Source: an optimization exercise on an open RTL-to-GDS flow (aim: small area and a short achievable clock period). Production flows keep margins and buffers that such runs may drop.
RTL that was checked went through simulation tests only; none was proved equivalent to the original.
The RTL of run 2 was laid out without a check of its function.
Power is estimated from default activity; no workload was simulated.

### design.v
module ALU(                              
    input [31:0]  Input1,
    input [31:0]  Input2,
    input [3:0]   Ctrl,                   
    output        Zero,                   
    output reg [31:0] result
    );
    always @(*)
        case(Ctrl[3:0])
            4'b0000: result = Input1 & Input2;           
            4'b0001: result = Input1 | Input2;           
            4'b0010: result = Input1 + Input2;           
            4'b0110: result = Input1 - Input2;           
            4'b0111:                                     
               begin
                   if(Input1 < Input2)
                      result = 32'd1;
                  else result = 32'd0;
               end
            4'b1111:
                result = Input1 ^ Input2;                
            default: result = 32'b0;
        endcase
    assign Zero = (result == 0);
 endmodule
module Extender(
    input [15:0]  shortNum,                
    input [1:0]   EXTOp,                   
    output reg [31:0] result               
    );
    always@(*)
        if(EXTOp == 2'b00)                   
            result = {16'b0 , shortNum};
        else if(EXTOp == 2'b10)              
            result = {{16{shortNum[15]}},shortNum};
        else if(EXTOp == 2'b01)              
            result = {shortNum,16'b0};
        else
            result = {16'b0 , shortNum};
endmodule
module Reg_Mux(                 
	input [4:0]  R,             
	input [4:0]  W,             
	input        ctrl,          
	output reg [4:0] result
);
	always @(*)
		if(ctrl == 1'b0)
			result = R;
		else
			result = W;
endmodule
module Mux(                     
	input [31:0]  Input1,
	input [31:0]  Input2,
	input         Ctrl,
	output reg [31:0] Output
);
	always @(*)
		if(Ctrl == 1'b0)
			Output = Input1;
		else
			Output = Input2;
endmodule
module RegFile(
    input [4:0] Rreg1,                 
    input [4:0] Rreg2,                 
    input [4:0] Wreg,                  
    input [31:0] Wdata,                
    input Wenable,                     
    input clk,
    input rst,
    output [31:0] Rdata1,
    output [31:0] Rdata2
    );
    reg [31:0] Registers[31:0];        
    integer i;
    always @(posedge clk or posedge rst)
    begin
        if(rst)
            for(i=0;i<32;i=i+1)
                Registers[i] <= 32'b0;
        else if(Wenable)
            Registers[Wreg] <= Wdata;
    end
    assign Rdata1 = (Rreg1 != 0)? Registers[Rreg1] : 0;
    assign Rdata2 = (Rreg2 != 0)? Registers[Rreg2] : 0;
endmodule
module PC(NPC,PC,CLK,RST);
	input [31:2] NPC;                  
	input        CLK;
	input        RST;
	output [31:2] PC;                  
	reg [31:2] PC;
	always @(posedge CLK or posedge RST)
	begin
		if(RST)
			PC <= 30'h0c00;            
		else
			PC <= NPC;
	end
endmodule
module ALUControl(
    input [1:0] ALUop,
    input [5:0] funct,
    output reg [3:0] ALUCtrl
);
    parameter LW = 2'b00, Branch = 2'b01, R = 2'b10;
    parameter And = 4'b0000,
            Or  = 4'b0001,
            Add = 4'b0010,
            Sub = 4'b0110,
            Slt = 4'b0111,
            Nor = 4'b1111,
            Zer = 4'b1000;
    always @(*)
        begin
            if(ALUop == LW)  
                ALUCtrl = Add;
            else if(ALUop == 2'b11)  
                ALUCtrl = Or;
            else if(ALUop == Branch)
                ALUCtrl = Sub;
            else
            begin
                case(funct[3:0])
                4'b0000: ALUCtrl = Add;
                4'b0010: ALUCtrl = Sub;
                4'b0100: ALUCtrl = And;
                4'b0101: ALUCtrl = Or;
                4'b0110: ALUCtrl = Nor;      
                4'b1010: ALUCtrl = Slt;
                default: ALUCtrl = Zer;      
                endcase
            end
        end
endmodule
module Controller(
    input [31:26] Instruction,
    output reg [1:0] WB,
    output reg [2:0] M,
    output reg [3:0] EX,
    output reg [1:0] EXTOp
);
    parameter R_ = 6'b000000,
    Addi_ = 6'b001000,
    Addiu_ = 6'b001001,
    Lui_ = 6'b001111,
    Lw_ = 6'b100011,
    Sw_ = 6'b101011,
    Branch_ = 6'b000100,
    Ori_ = 6'b001101;
    always @(*)
        begin
            WB = 2'b00;
            M = 3'b000;
            EX = 4'b0000;
            EXTOp = 2'b00;
            case(Instruction)
            R_:      begin WB = 2'b01; EX = 4'b1001; end
            Addi_:   begin WB = 2'b01; EX = 4'b0010; EXTOp = 2'b10; end
            Addiu_:  begin WB = 2'b01; EX = 4'b0010; EXTOp = 2'b10; end
            Lui_:    begin WB = 2'b01; EX = 4'b1110; EXTOp = 2'b01; end
            Ori_:    begin WB = 2'b01; EX = 4'b1110; EXTOp = 2'b00; end
            Lw_:     begin WB = 2'b11; M = 3'b010; EX = 4'b0010; EXTOp = 2'b10; end
            Sw_:     begin M = 3'b100; EX = 4'b0010; EXTOp = 2'b10; end
            Branch_: begin M = 3'b001; EX = 4'b0100; EXTOp = 2'b10; end
            default: ;
            endcase
        end
endmodule
module IF_ID(
    input clk,
    input rst,
    input [31:2] PC_4_,
    input [31:0] Instructions_OUT_,
    output reg [31:2] PC_4,
    output reg [31:0] Instructions_OUT
    );
    always @(posedge clk)
        PC_4 <= PC_4_;
    always @(posedge clk or posedge rst)
        if (rst)
            Instructions_OUT <= 32'b0;           
        else
            Instructions_OUT <= Instructions_OUT_;
endmodule
module ID_EX(
    input clk,
    input rst,
    input [31:2] PC_4_,
    input [31:0] ReadData1_,
    input [31:0] ReadData2_,
    input [31:0] extended_offset_,
    input [20:16] WriteChoice1_,
    input [15:11] WriteChoice2_,
    input [1:0] WB_,
    input [2:0] M_,
    input [3:0] EX_,
    input [5:0] funct_,
    output reg [31:2] PC_4,
    output reg [31:0] ReadData1,
    output reg [31:0] ReadData2,
    output reg [31:0] extended_offset,
    output reg [20:16] WriteChoice1,
    output reg [15:11] WriteChoice2,
    output reg [1:0] WB,
    output reg [2:0] M,
    output reg RegDst,
    output reg ALUSrc,
    output reg [1:0] ALUOp,
    output reg [5:0] funct
    );
    always@(posedge clk)
    begin
        PC_4 <= PC_4_;
        ReadData1 <= ReadData1_;
        ReadData2 <= ReadData2_;
        extended_offset <= extended_offset_;
        WriteChoice1 <= WriteChoice1_;
        WriteChoice2 <= WriteChoice2_;
        funct <= funct_;
        RegDst <= EX_[0];
        ALUSrc <= EX_[1];
        ALUOp <= EX_[3:2];
    end
    always@(posedge clk or posedge rst)
        if (rst) begin
            WB <= 2'b0;
            M <= 3'b0;
        end else begin
            WB <= WB_;
            M <= M_;
        end
endmodule
module EX_MEM(
    input clk,
    input rst,
    input [31:2] PC_4,
    input [31:0] immediate,
    input Zero_,
    input [31:0] ALU_result_,
    input [31:0] ReadData2_,
    input [4:0] Write_Destination_,
    input [1:0] WB_,
    input [2:0] M_,
    output reg [31:2] Branch_dst,
    output reg Zero,
    output reg [31:0] ALU_result,
    output reg [31:0] ReadData2,
    output reg [4:0] Write_Destination,
    output reg [1:0] WB,
    output reg Branch,
    output reg MemWrite,
    output reg MemRead
);
    always @(posedge clk)
        begin
            Branch_dst <= PC_4 + immediate[29:0];    
            Zero <= Zero_;
            ALU_result <= ALU_result_;
            ReadData2 <= ReadData2_;
            Write_Destination <= Write_Destination_;
        end
    always @(posedge clk or posedge rst)
        if (rst) begin
            WB <= 2'b0;
            Branch <= 1'b0;
            MemRead <= 1'b0;
            MemWrite <= 1'b0;
        end else begin
            WB <= WB_;
            Branch <= M_[0];
            MemRead <= M_[1];
            MemWrite <= M_[2];
        end
endmodule
module MEM_WB(
    input clk,
    input rst,
    input [31:0] ReadData_,
    input [31:0] ALU_Result_,
    input [4:0] Write_Destination_,
    input [1:0] WB,
    output reg [31:0] ReadData,
    output reg [31:0] ALU_Result,
    output reg [4:0] Write_Destination,
    output reg RegWrite,
    output reg MemtoReg
    );
    always @(posedge clk)
    begin
        ReadData <= ReadData_;
        ALU_Result <= ALU_Result_;
        Write_Destination <= Write_Destination_;
        MemtoReg <= WB[1];
    end
    always @(posedge clk or posedge rst)
        if (rst)
            RegWrite <= 1'b0;
        else
            RegWrite <= WB[0];
endmodule
module DataPath(
    input CLK,
    input RST,
    output [31:0] imem_addr,
    input  [31:0] imem_rdata,
    output [31:0] dmem_addr,
    output [31:0] dmem_wdata,
    output        dmem_we,
    output        dmem_re,
    input  [31:0] dmem_rdata
    );
    wire [31:2] PC;
    wire [31:2] NPC_if;
    wire [31:2] NPC_next;
    wire [31:2] NPC_id;
    wire [31:0] Instruction_id;
    wire [31:0] ReadData1_id;
    wire [31:0] ReadData2_id;
    wire [31:0] Bigoffset_id;
    wire [1:0] WB_id;
    wire [2:0] M_id;
    wire [3:0] EX_id;
    wire [1:0] EXTOp;
    wire [31:2] NPC_ex;
    wire [31:0] ReadData1_ex;
    wire [31:0] ReadData2_ex;
    wire [31:0] Bigoffset_ex;
    wire [1:0] WB_ex;
    wire [2:0] M_ex;
    wire [5:0] funct_ex;
    wire RegDst;
    wire ALUSrc;
    wire [1:0] ALUOp;
    wire [3:0] ALUCtrl;
    wire Zero_ex;
    wire [31:0] ALU_result_ex;
    wire [31:0] ALUInput2;
    wire [4:0] RegDst_1;
    wire [4:0] RegDst_2;
    wire [4:0] WriteRegister_ex;
    wire [1:0] WB_mem;
    wire Branch;
    wire MemWrite;
    wire MemRead;
    wire PCSrc;
    wire Zero_mem;
    wire [31:2] NPC_mem;
    wire [31:0] ALU_result_mem;
    wire [31:0] ReadData2_mem;
    wire [4:0] WriteRegister_mem;
    wire [31:0] ReadData_wb;
    wire [31:0] ALU_result_wb;
    wire [31:0] WriteData_wb;
    wire [4:0] WriteRegister_wb;
    wire RegWrite;
    wire MemtoReg;
    assign NPC_if = PC + 30'd1;
    Mux30 mux_pc(.Input1(NPC_if), .Input2(NPC_mem), .Ctrl(PCSrc), .Output(NPC_next));
    PC pc(.NPC(NPC_next),.PC(PC),.CLK(CLK),.RST(RST));
    assign imem_addr = {PC, 2'b00};
    IF_ID if_id(.clk(CLK), .rst(RST), .PC_4_(NPC_if), .Instructions_OUT_(imem_rdata), .PC_4(NPC_id), .Instructions_OUT(Instruction_id));
    Controller controller(.Instruction(Instruction_id[31:26]), .WB(WB_id), .M(M_id), .EX(EX_id), .EXTOp(EXTOp));
    RegFile regfile(.Rreg1(Instruction_id[25:21]), .Rreg2(Instruction_id[20:16]), .Wreg(WriteRegister_wb), .Wdata(WriteData_wb),
                    .Wenable(RegWrite), .clk(CLK), .rst(RST), .Rdata1(ReadData1_id), .Rdata2(ReadData2_id));
    Extender extender(.shortNum(Instruction_id[15:0]), .EXTOp(EXTOp), .result(Bigoffset_id));
    ID_EX id_ex(.clk(CLK), .rst(RST), .PC_4_(NPC_id), .ReadData1_(ReadData1_id), .ReadData2_(ReadData2_id), .extended_offset_(Bigoffset_id),
                .WriteChoice1_(Instruction_id[20:16]), .WriteChoice2_(Instruction_id[15:11]), .WB_(WB_id), .M_(M_id), .EX_(EX_id),
                .funct_(Instruction_id[5:0]),
                .PC_4(NPC_ex), .ReadData1(ReadData1_ex), .ReadData2(ReadData2_ex), .extended_offset(Bigoffset_ex),
                .WriteChoice1(RegDst_1), .WriteChoice2(RegDst_2), .WB(WB_ex), .M(M_ex),
                .RegDst(RegDst), .ALUSrc(ALUSrc), .ALUOp(ALUOp), .funct(funct_ex));
    ALUControl alucontrol(.ALUop(ALUOp), .funct(funct_ex), .ALUCtrl(ALUCtrl));
    Mux mux_alu(.Input1(ReadData2_ex), .Input2(Bigoffset_ex), .Ctrl(ALUSrc), .Output(ALUInput2));
    ALU alu(.Input1(ReadData1_ex), .Input2(ALUInput2), .Ctrl(ALUCtrl), .Zero(Zero_ex), .result(ALU_result_ex));
    Reg_Mux mux_regdst(.R(RegDst_1), .W(RegDst_2), .ctrl(RegDst), .result(WriteRegister_ex));
    EX_MEM ex_mem(.clk(CLK), .rst(RST), .PC_4(NPC_ex), .immediate(Bigoffset_ex), .Zero_(Zero_ex), .ALU_result_(ALU_result_ex),
                  .ReadData2_(ReadData2_ex), .Write_Destination_(WriteRegister_ex), .WB_(WB_ex), .M_(M_ex),
                  .Branch_dst(NPC_mem), .Zero(Zero_mem), .ALU_result(ALU_result_mem), .ReadData2(ReadData2_mem),
                  .Write_Destination(WriteRegister_mem), .WB(WB_mem), .Branch(Branch), .MemWrite(MemWrite), .MemRead(MemRead));
    assign PCSrc = Branch & Zero_mem;
    assign dmem_addr = ALU_result_mem;
    assign dmem_wdata = ReadData2_mem;
    assign dmem_we = MemWrite;
    assign dmem_re = MemRead;
    MEM_WB mem_wb(.clk(CLK), .rst(RST), .ReadData_(dmem_rdata), .ALU_Result_(ALU_result_mem), .Write_Destination_(WriteRegister_mem), .WB(WB_mem),
                  .ReadData(ReadData_wb), .ALU_Result(ALU_result_wb), .Write_Destination(WriteRegister_wb), .RegWrite(RegWrite), .MemtoReg(MemtoReg));
    Mux mux_writedata(.Input1(ALU_result_wb), .Input2(ReadData_wb), .Ctrl(MemtoReg), .Output(WriteData_wb));
endmodule
module Mux30(
	input [31:2]  Input1,
	input [31:2]  Input2,
	input         Ctrl,
	output [31:2] Output
);
	assign Output = Ctrl ? Input2 : Input1;
endmodule
module mips(
    input clk,
    input rst,
    output [31:0] imem_addr,
    input  [31:0] imem_rdata,
    output [31:0] dmem_addr,
    output [31:0] dmem_wdata,
    output        dmem_we,
    output        dmem_re,
    input  [31:0] dmem_rdata
);
    DataPath datapath(.CLK(clk), .RST(rst),
        .imem_addr(imem_addr), .imem_rdata(imem_rdata),
        .dmem_addr(dmem_addr), .dmem_wdata(dmem_wdata), .dmem_we(dmem_we), .dmem_re(dmem_re),
        .dmem_rdata(dmem_rdata));
endmodule
### config.mk
export PLATFORM = sky130hd
export DESIGN_NAME = mips
export DESIGN_NICKNAME = mips
export VERILOG_FILES = /design/flow/design.v
export SDC_FILE = /design/flow/constraint.sdc
export NUM_CORES = 8
export LEC_CHECK = 0
export CAP_MARGIN = 20
export CORE_MARGIN = 2
export CORE_UTILIZATION = 35
export SLEW_MARGIN = 20
### run.sh
#!/bin/bash
# synth_recipe.tcl (not shown) runs the flow's synth.tcl, then flattens the netlist and writes it again
# the make line also repeats each setting of config.mk as NAME=value (left out here)
make -C /OpenROAD-flow-scripts/flow DESIGN_CONFIG=/design/flow/config.mk WORK_HOME=/design/flow/orfs CLKGATE_MAP_FILE= SYNTH_SCRIPT=/design/flow/synth_recipe.tcl finish
### constraint.sdc
create_clock -name core_clock -period 6.2 [get_ports {clk}]
set_input_delay 1.2400 -clock core_clock [delete_from_list [all_inputs] [get_ports {clk}]]
set_output_delay 1.2400 -clock core_clock [all_outputs]
set_load 0.01 [all_outputs]
==> results of run 1 <==
-- how the worst max path moves through the flow --
| stage | from | to | slack (ps) | cells past startpoint |
|---|---|---|---|---|
| after floorplan | rst | datapath.ex_mem.Branch | -9730 | 1 |
| after global placement | datapath.id_ex.ALUSrc | datapath.ex_mem.Zero | 1170 | 14 |
| after detailed placement | datapath.id_ex.ALUSrc | datapath.ex_mem.Zero | 1020 | 14 |
| after CTS | datapath.id_ex.ALUSrc | datapath.ex_mem.Zero | 990 | 14 |
| after global routing | datapath.id_ex.ALUSrc | datapath.ex_mem.Zero | 780 | 14 |
| final | datapath.id_ex.ALUSrc | datapath.ex_mem.Zero | 1020 | 14 |
-- worst max-delay path, stage by stage (launching register included) --
cell       delay, ps
dfxtp_2          490
buf_4            550
mux2i_1          390
ha_1             430
nor2b_1          290
nand3_1          110
a211oi_1         420
nor2_1           150
xnor2_1          160
a221o_1          370
nor4_1           520
nand4b_1         170
nor4b_2          480
nand4bb_1        250
nor4b_2          280
-- layout make-up --
type	instances	area share
multi-input combinational	4480	0.382
tap	2355	0.0403
antenna	27	0.000924
sequential	1409	0.459
clock buffer	204	0.0583
inverter	120	0.00621
clock inverter	72	0.0112
timing repair buffer	330	0.0422
-- report_power, final --
part           internal, mW  leakage (nW)  switching, mW
clock                  5.40          2.49           4.04
sequential             10.2          17.3          0.987
combinational          1.43          11.4           2.71
total                  17.0          31.2           7.73
-- sequential cells by signal (all words and copies together), names as in the netlist, 30 cells and up --
signal                           count
datapath.ex_mem.ALU_result          32
datapath.regfile.Registers         992
datapath.if_id.PC_4                 30
datapath.mem_wb.ReadData            32
datapath.if_id.Instructions_OUT     32
datapath.pc.PC                      30
datapath.ex_mem.ReadData2           32
datapath.mem_wb.ALU_Result          32
datapath.id_ex.ReadData1            32
datapath.id_ex.extended_offset      32
datapath.id_ex.PC_4                 30
datapath.ex_mem.Branch_dst          30
datapath.id_ex.ReadData2            32
-- layout by cell type (no fill, tap or decap), types with 15 or more instances in the layout --
cell,count
mux2i_1,35
a222oi_1,67
o21a_1,18
nor2_1,639
ha_1,135
o221ai_1,15
or3_1,25
clkdlybuf4s50_1,161
nand2b_1,19
a22o_1,138
mux2i_2,30
buf_4,154
o21ai_0,508
nor3_1,27
mux2_2,34
clkbuf_16,153
inv_1,118
a21o_1,46
nor2b_1,30
clkbuf_8,24
clkinv_2,27
dfxtp_1,342
a221oi_1,146
dfrtp_1,1063
nand3_1,181
or4_1,55
xor2_1,19
a22oi_1,626
diode_2,27
a21oi_1,631
clkbuf_1,27
nand2_1,541
nand4_1,119
nor2_4,72
xnor2_1,49
-- cell families (layout without fill, tap and decap cells) --
logic type      count (synthesis)  in the layout  synth area share
flops                        1409           1409             0.531
simple gates                 1814           1814             0.129
buf+inv                       674            726            0.0405
other cells                     1             29         0.0000593
xor+xnor                       68             68           0.00942
compound gates               2357           2357             0.246
fa+ha+maj                     138            138            0.0277
mux                           101            101            0.0167
-- layer usage --
layer,wire length [um],GRT usage,vias to the layer above
met3,44800,0.131,1457
met2,126000,0.465,4656
met5,277,0.00963,-
met4,22800,0.193,36
met1,110000,0.396,28241
li1,-,-,23967
==> flow_metrics.tcl, run 1 <==
set metrics [dict create \
    tritoncts "done" \
    cts_sinks 1409 \
    drt-initial-drc-count 9497 \
    syn2layout_area_growth_pct 15.7 \
    fmax_ghz 0.193 \
    drc 0 \
    syn_area_sq_mm 0.0632 \
    area.sequential_sq_mm 0.0335 \
    ys_ff_latch 1409 \
    r2r-end "datapath.ex_mem.Zero" \
    period_needed_ps 5180 \
    cp_data_arrival_time_ps 5890 \
    fin_skew_ps 27.2 \
    tightest_slew_ps 1310 \
    synth_area_leaders "dfrtp_1, dfxtp_1, a22oi_1" \
    instances_no_fill 8997 \
    clockBufferDepth 3 \
    antenna_found_initial 31 \
    nets 6695 \
    grt_overflow_total 0 \
    path_max_fanout 24 \
    ys.warnings.count 13 \
    holdCritStartpoint "datapath.if_id.PC_4[22]" \
    tns_ps 0 \
    clk_latency_ps 830 \
    vias_per_cell 6.49 \
    avgSynthCellArea_sq_um 9.63 \
    routed_wl_mm 303 \
    synthCells 6562 \
    startpoint_type "flip-flop" \
    dr.pass1.iters 12 \
    final_util 0.408 \
    cts_hold_repair.buffers 0 \
    dp_slack_ps 1020 \
    fin_total_pwr_mw 24.7 \
    synth_edf_count 0 \
    hold_ws_ps 323 \
    grt_pass1_vias 55406 \
    worstPathRequired_ps 6910 \
    finalWorstSetupSlack_ps 1020 \
    die_h_um 429 \
    wl_per_cell_um 33.7 \
    synth_cell_types 99 \
    chipWidth_um 429 \
    r2r_slack_ps 1020 \
    core_sq_mm 0.179 \
    yosysMostFrequentCell "dfrtp_1" \
    ant_nets 0 \
    die_area_sq_mm 0.184 \
    async_flop_share 0.756 \
    outcome "timing/DRC/antenna clean" \
    r2r_start "datapath.id_ex.ALUSrc" \
    peakVddDrop_mv 0.216 \
    post-cts-setup-buffer-count 0 \
    place_congestion 0.939 \
    synth_top_area_share 0.421 \
    setup_viol 0 \
    synth.top_cells.by_count "dfrtp_1, nor2_1, a21oi_1" \
    pin_count 164 \
    final_area_sq_mm 0.0731 \
    synth_area_leader_cell "dfrtp_1" \
    multi_input_area_sq_mm 0.0279 \
    hold_end "datapath.id_ex.PC_4[22]" \
    power_density_mw_per_mm2 338 \
    clk_pin_slew_ps 60 \
    rsz0062_at_grt "false" \
    cts_buffers 150 \
    worstSetupPathType "flip-flop to flip-flop" \
    cts-root-buf "clkbuf_16" \
    vias 58357 \
    maxSlewViolCount 0 \
    final.period_utilization 0.836 \
    grt_first_pass_wirelength_mm 423 \
    hold_viol_final 0 \
    min_path_type "flip-flop to flip-flop" \
    cap_violations 0 \
    cts-resized-gates 0 \
    min_path_cells 0 \
    yosysSeqAreaShare 0.531 \
    grtUsageTotal 0.320 \
    r2r_cells 14 \
    post_dp_cell_area_sq_mm 0.0679 \
    worst_setup_path_end_kind "flip-flop" \
    initial_core_util 0.353 \
    max_slew_margin 0.127 \
    rows 155 \
    grt_max_degree 143 \
    drive_above_1_share 0.0942 \
    dp_hpwl_mm 175 \
    p_leak_nw 31.2 \
    num-fill-cells 17259 \
    place_inst 8691 \
    htreeDepth 4 \
    io_buffers 161 \
    synthFlopType "dfrtp_1" \
]
==> run 2, diff against run 1 <==
==> design.v (replaced) <==
module mips(
    input clk,
    input rst,
    output [31:0] imem_addr,
    input  [31:0] imem_rdata,
    output [31:0] dmem_addr,
    output [31:0] dmem_wdata,
    output        dmem_we,
    output        dmem_re,
    input  [31:0] dmem_rdata
);
    reg  [31:2] pc;
    wire [31:2] pc_inc = pc + 30'd1;
    reg  [31:0] m_res;           
    reg         m_taken;
    always @(posedge clk or posedge rst)
        if (rst) pc <= 30'h0c00;
        else     pc <= m_taken ? m_res[31:2] : pc_inc;
    assign imem_addr = {pc, 2'b00};
    reg [31:0] ir;
    reg [31:2] d_pc1;
    always @(posedge clk or posedge rst)
        if (rst) ir <= 32'b0;
        else     ir <= imem_rdata;
    always @(posedge clk)
        d_pc1 <= pc_inc;
    wire [5:0] op = ir[31:26];
    wire [4:0] rs = ir[25:21];
    wire [4:0] rt = ir[20:16];
    wire [4:0] rd = ir[15:11];
    wire [15:0] imm = ir[15:0];
    wire [3:0] fn = ir[3:0];
    wire is_r    = (op == 6'h00);
    wire is_addi = (op == 6'h08) | (op == 6'h09);
    wire is_ori  = (op == 6'h0d);
    wire is_lui  = (op == 6'h0f);
    wire is_lw   = (op == 6'h23);
    wire is_sw   = (op == 6'h2b);
    wire is_beq  = (op == 6'h04);
    wire [31:0] sext = {{16{imm[15]}}, imm};
    wire [31:2] br_tgt = d_pc1 + sext[29:0];
    wire [31:0] x_id = is_beq ? {br_tgt, 2'b00} :
                       is_ori ? {16'b0, imm} :
                       is_lui ? {imm, 16'b0} : sext;
    reg  [31:0] rf [1:31];
    reg  [31:1] rf_v;
    reg  [31:0] w_data;
    reg  [4:0]  w_dst;
    reg         w_we;
    integer i;
    always @(posedge clk)
        for (i = 1; i < 32; i = i + 1)
            if (w_we && w_dst == i) rf[i] <= w_data;
    always @(posedge clk or posedge rst)
        if (rst) rf_v <= 31'b0;
        else for (i = 1; i < 32; i = i + 1)
            if (w_we && w_dst == i) rf_v[i] <= 1'b1;
    reg [31:0] rs_val, rt_val;
    always @(*) begin
        rs_val = 32'b0;
        rt_val = 32'b0;
        for (i = 1; i < 32; i = i + 1) begin
            if (rs == i && rf_v[i]) rs_val = rs_val | rf[i];
            if (rt == i && rf_v[i]) rt_val = rt_val | rf[i];
        end
    end
    reg [31:0] e_a, e_b, e_x;
    reg [4:0]  e_dst;
    reg        e_imm, e_sub, e_arith, e_and, e_or, e_xor, e_slt, e_pass;
    reg        e_we, e_re, e_rw, e_br;
    always @(posedge clk) begin
        e_a   <= rs_val;
        e_b   <= rt_val;
        e_x   <= x_id;
        e_dst <= is_r ? rd : rt;
        e_imm <= ~is_r;
        e_sub <= is_r & ((fn == 4'b0010) | (fn == 4'b1010));
        e_arith <= (is_r & ((fn == 4'b0000) | (fn == 4'b0010))) | is_addi | is_lw | is_sw;
        e_and <= is_r & (fn == 4'b0100);
        e_or  <= (is_r & (fn == 4'b0101)) | is_ori | is_lui;
        e_xor <= is_r & (fn == 4'b0110);
        e_slt <= is_r & (fn == 4'b1010);
        e_pass <= is_beq;
    end
    always @(posedge clk or posedge rst)
        if (rst) begin
            e_we <= 1'b0; e_re <= 1'b0; e_rw <= 1'b0; e_br <= 1'b0;
        end else begin
            e_we <= is_sw;
            e_re <= is_lw;
            e_rw <= is_r | is_addi | is_ori | is_lui | is_lw;
            e_br <= is_beq;
        end
    wire [31:0] opb = e_imm ? e_x : e_b;
    wire [32:0] sum = {1'b0, e_a} + {1'b0, opb ^ {32{e_sub}}} + {32'b0, e_sub};
    wire        ltu = ~sum[32];
    wire [31:0] res = ({32{e_arith}} & sum[31:0]) |
                      ({32{e_and}} & (e_a & opb)) |
                      ({32{e_or}}  & (e_a | opb)) |
                      ({32{e_xor}} & (e_a ^ opb)) |
                      {31'b0, e_slt & ltu} |
                      ({32{e_pass}} & e_x);
    wire        eq = (e_a == e_b);
    reg [31:0] m_sd;
    reg [4:0]  m_dst;
    reg        m_we, m_re, m_rw;
    always @(posedge clk) begin
        m_res <= res;
        m_sd  <= e_b;
        m_dst <= e_dst;
    end
    always @(posedge clk or posedge rst)
        if (rst) begin
            m_we <= 1'b0; m_re <= 1'b0; m_rw <= 1'b0; m_taken <= 1'b0;
        end else begin
            m_we <= e_we; m_re <= e_re; m_rw <= e_rw; m_taken <= e_br & eq;
        end
    assign dmem_addr  = m_res;
    assign dmem_wdata = m_sd;
    assign dmem_we    = m_we;
    assign dmem_re    = m_re;
    always @(posedge clk) begin
        w_data <= m_re ? dmem_rdata : m_res;
        w_dst  <= m_dst;
    end
    always @(posedge clk or posedge rst)
        if (rst) w_we <= 1'b0;
        else     w_we <= m_rw;
endmodule
--- a/config.mk
+++ b/config.mk
@@ -5,7 +5,9 @@
 export SDC_FILE = /design/flow/constraint.sdc
 export NUM_CORES = 8
 export LEC_CHECK = 0
+export ABC_CLOCK_PERIOD_IN_PS = 2600
 export CAP_MARGIN = 20
 export CORE_MARGIN = 2
 export CORE_UTILIZATION = 35
+export SETUP_SLACK_MARGIN = 3.5
 export SLEW_MARGIN = 20
==> run 2 against run 1 <==
  * Synthesized area shrank 11%
  * Largest power group unchanged
  * Synthesized cell count shrank 38%
  * Critical path depth is the same
  * Fmax grew 61%
  * Still clean
  * Die area shrank 11%
  * Critical endpoint is now m_res[29]
  * Clock power shrank 8.1%
  * Highest routed layer unchanged
==> flow_metrics.tcl, run 2 <==
set metrics [dict create \
    synth.top_cells.by_count "edfxtp_1, a22oi_1, clkbuf_1" \
    cts_hold_repair.buffers 0 \
    r2r_start "e_imm" \
    drc 0 \
    cp_slowest_cell "or4_1" \
    drt-initial-drc-count 11253 \
    path_max_fanout 6 \
    holdCritStartpoint "e_dst[2]" \
    min_path_cells 0 \
    drive_above_1_share 0.227 \
    wl_per_cell_um 40.5 \
    slowest_delay_ps 460 \
    syn2layout_area_growth_pct 23.2 \
    cts_sinks 1339 \
    place_congestion 0.968 \
    synth_area_leaders "edfxtp_1, dfxtp_1, a22oi_1" \
    pin_count 164 \
    fmax_ghz 0.311 \
    max_flop_register "rf" \
    htreeDepth 4 \
    grt_max_degree 58 \
    maxSlewViolCount 0 \
    yosysSeqAreaShare 0.660 \
    vias_per_cell 6.96 \
    grt_overflow_total 0 \
    r2r_slack_ps 2980 \
    startpoint_type "flip-flop" \
    clk_latency_ps 810 \
    peakVddDrop_mv 0.305 \
    final.period_utilization 0.519 \
    final_util 0.433 \
    nets 4648 \
    tns_ps 0 \
    ys_ff_latch 1339 \
    die_h_um 406 \
    hold_viol_final 0 \
    initial_core_util 0.352 \
    grt_pass1_vias 43800 \
    cts-root-buf "clkbuf_16" \
    synth_top_area_share 0.528 \
    dr.pass1.iters 14 \
    ant_nets 0 \
    power_density_mw_per_mm2 293 \
    cp_data_arrival_time_ps 3940 \
    num-fill-cells 14373 \
    cts_buffers 138 \
    synth_edf_count 992 \
    setup_viol 0 \
    rows 147 \
    rsz0062_at_grt "true" \
    min_path_type "flip-flop to flip-flop" \
    core_sq_mm 0.160 \
    clk_pin_slew_ps 60 \
    grtUsageTotal 0.320 \
    routed_wl_mm 274 \
    layout_common_cells "edfxtp_1, a22oi_1, buf_4" \
    avgSynthCellArea_sq_um 13.8 \
    synthFlopType "edfxtp_1" \
    final_area_sq_mm 0.0695 \
    r2r_cells 14 \
    outcome "timing/DRC/antenna clean" \
    r2r-end "m_res[29]" \
    finalWorstSetupSlack_ps 2980 \
    worst_setup_path_end_kind "flip-flop" \
    worstSetupPathType "flip-flop to flip-flop" \
    grt_first_pass_wirelength_mm 361 \
    tightest_slew_ps 1200 \
    max_slew_margin 0.197 \
    place_inst 6236 \
    async_flop_share 0.0762 \
    cap_violations 0 \
    hold_end "m_dst[2]" \
    dp_hpwl_mm 143 \
    synth_cell_types 72 \
    yosysMostFrequentCell "edfxtp_1" \
    layout_commonest_cell "edfxtp_1" \
    antenna_found_initial 31 \
    ys.warnings.count 2 \
    chipWidth_um 406 \
    tritoncts "done" \
    fin_skew_ps 47.1 \
    synthCells 4101 \
    io_buffers 161 \
    largest_reg_flops 992 \
    clockBufferDepth 3 \
    p_leak_nw 25.1 \
    synth_area_leader_cell "edfxtp_1" \
    instances_no_fill 6768 \
    crit_top_cell "or4_1" \
    vias 47114 \
    post_dp_cell_area_sq_mm 0.0610 \
    worstPathRequired_ps 6920 \
    dp_slack_ps 2030 \
    syn_area_sq_mm 0.0564 \
    die_area_sq_mm 0.164 \
    period_needed_ps 3220 \
    crit_chain "buf_4 > buf_12 > mux2i_4 > xnor2_1 > ha_1 > a21o_1 > nand2_1 > a21oi_2 > or4_1 > a31oi_2 > o21ai_4 > nor4b_4 > or4_1 > nand3_1" \
]
==> run 2: where the power goes <==
part	switching [mW]	internal [mW]
Clock	3.73	4.95
Combinational	0.859	0.683
Sequential	0.318	9.81
Total	4.91	15.4
==> run 2: what timing repair did <==
item / 4_1_cts / 5_1_grt
setup endpoints to repair: 432 / 170
resized for setup: 455 / 183
hold endpoints to repair: 0 / 0
buffers inserted: 138 / 86
pin swaps: 77 / 69
gates cloned: 10 / 4
==> run 2: worst max-delay path: cells and delay by family, from the launching register on <==
family | cells | cell delay (ps)
AND/OR/NAND/NOR | 5 | 1190
XOR/XNOR | 1 | 150
buffers and inverters | 2 | 260
flip-flops | 1 | 400
multiplexers | 1 | 240
AO/OA/AOI/OAI | 4 | 630
adder cells (fa/ha/maj) | 1 | 280
==> run 2: layout make-up <==
class                           count  area, sq um  share of cell area
Antenna cell                       36         90.1             0.00130
Tap cell                         2160         2700              0.0389
Clock buffer                      185         3880              0.0558
Timing Repair Buffer              500         4840              0.0696
Sequential cell                  1339        37400               0.537
Multi-Input combinational cell   2384        19500               0.280
Inverter                           92          349             0.00502
Clock inverter                     72          808              0.0116
==> run 2: logic make-up (layout without fill, tap and decap cells) <==
| family | count (synthesis) | after routing | synth area share |
|---|---|---|---|
| buffers and inverters | 392 | 849 | 0.0263 |
| and+or+nand+nor | 726 | 739 | 0.0695 |
| adders and majority gates | 127 | 127 | 0.0284 |
| xor gates and xnor gates | 140 | 140 | 0.0217 |
| muxes | 101 | 101 | 0.0196 |
| DFF | 1339 | 1339 | 0.660 |
| AOI/OAI and AO/OA | 1275 | 1275 | 0.174 |
| other | 1 | 38 | 0.0000665 |
==> run 2: how the worst max path moves through the flow <==
| stage | start | end | slack [ps] | depth (start not counted) |
|---|---|---|---|---|
| 2_1_floorplan | e_imm | m_res[29] | 3190 | 14 |
| 3_3_place_gp | e_imm | m_res[25] | 2030 | 12 |
| 3_5_place_dp | e_imm | m_res[25] | 2030 | 12 |
| 4_1_cts | e_imm | m_res[27] | 3060 | 13 |
| 5_1_grt | e_imm | m_res[25] | 2860 | 13 |
| 6_report | e_imm | m_res[29] | 2980 | 14 |
==> run 2: stage by stage <==
stage	hold WS (ps)	power (mW)
floorplan	310	10.9
detailed placement	312	11.5
global placement	311	11.5
CTS	326	20.1
finish	326	20.3
global route	331	20.8
==> run 2: metal layers <==
metal	part of all wire	wire length [um]	vias to the layer above	track usage
li1	-	-	17422	-
met1	0.32	88000	22595	0.366
met2	0.40	109000	5403	0.450
met3	0.18	50300	1664	0.180
met4	0.096	26300	30	0.220
met5	0.0019	516	-	0.0119

-- separate check: timing with driven ports --
The flow's constraints put no driver on any port. The routed layouts listed below were extracted and timed again, unchanged, in two steps.
Step 1: set_driving_cell puts a clkbuf_16 on clk and a buf_2 on each other input, an assumption about the parent block.
Step 2 times the ports against the registers' clock, not the clock port: input delays grow and output delays shrink by t, the midpoint of the rising clock arrivals with the driver on.
Slacks: no drivers / after step 1 / after step 2; pairs: no drivers / after step 1.
run | t, ns | setup slack, ns | clock arrival spread, ns
run 1 | 0.903 | 1.016 / 1.016 / 1.016 | 0.034 / 0.033
run 2 | 0.869 | 2.980 / 2.980 / 2.980 | 0.050 / 0.051
After both steps setup and hold are still met in every run listed.
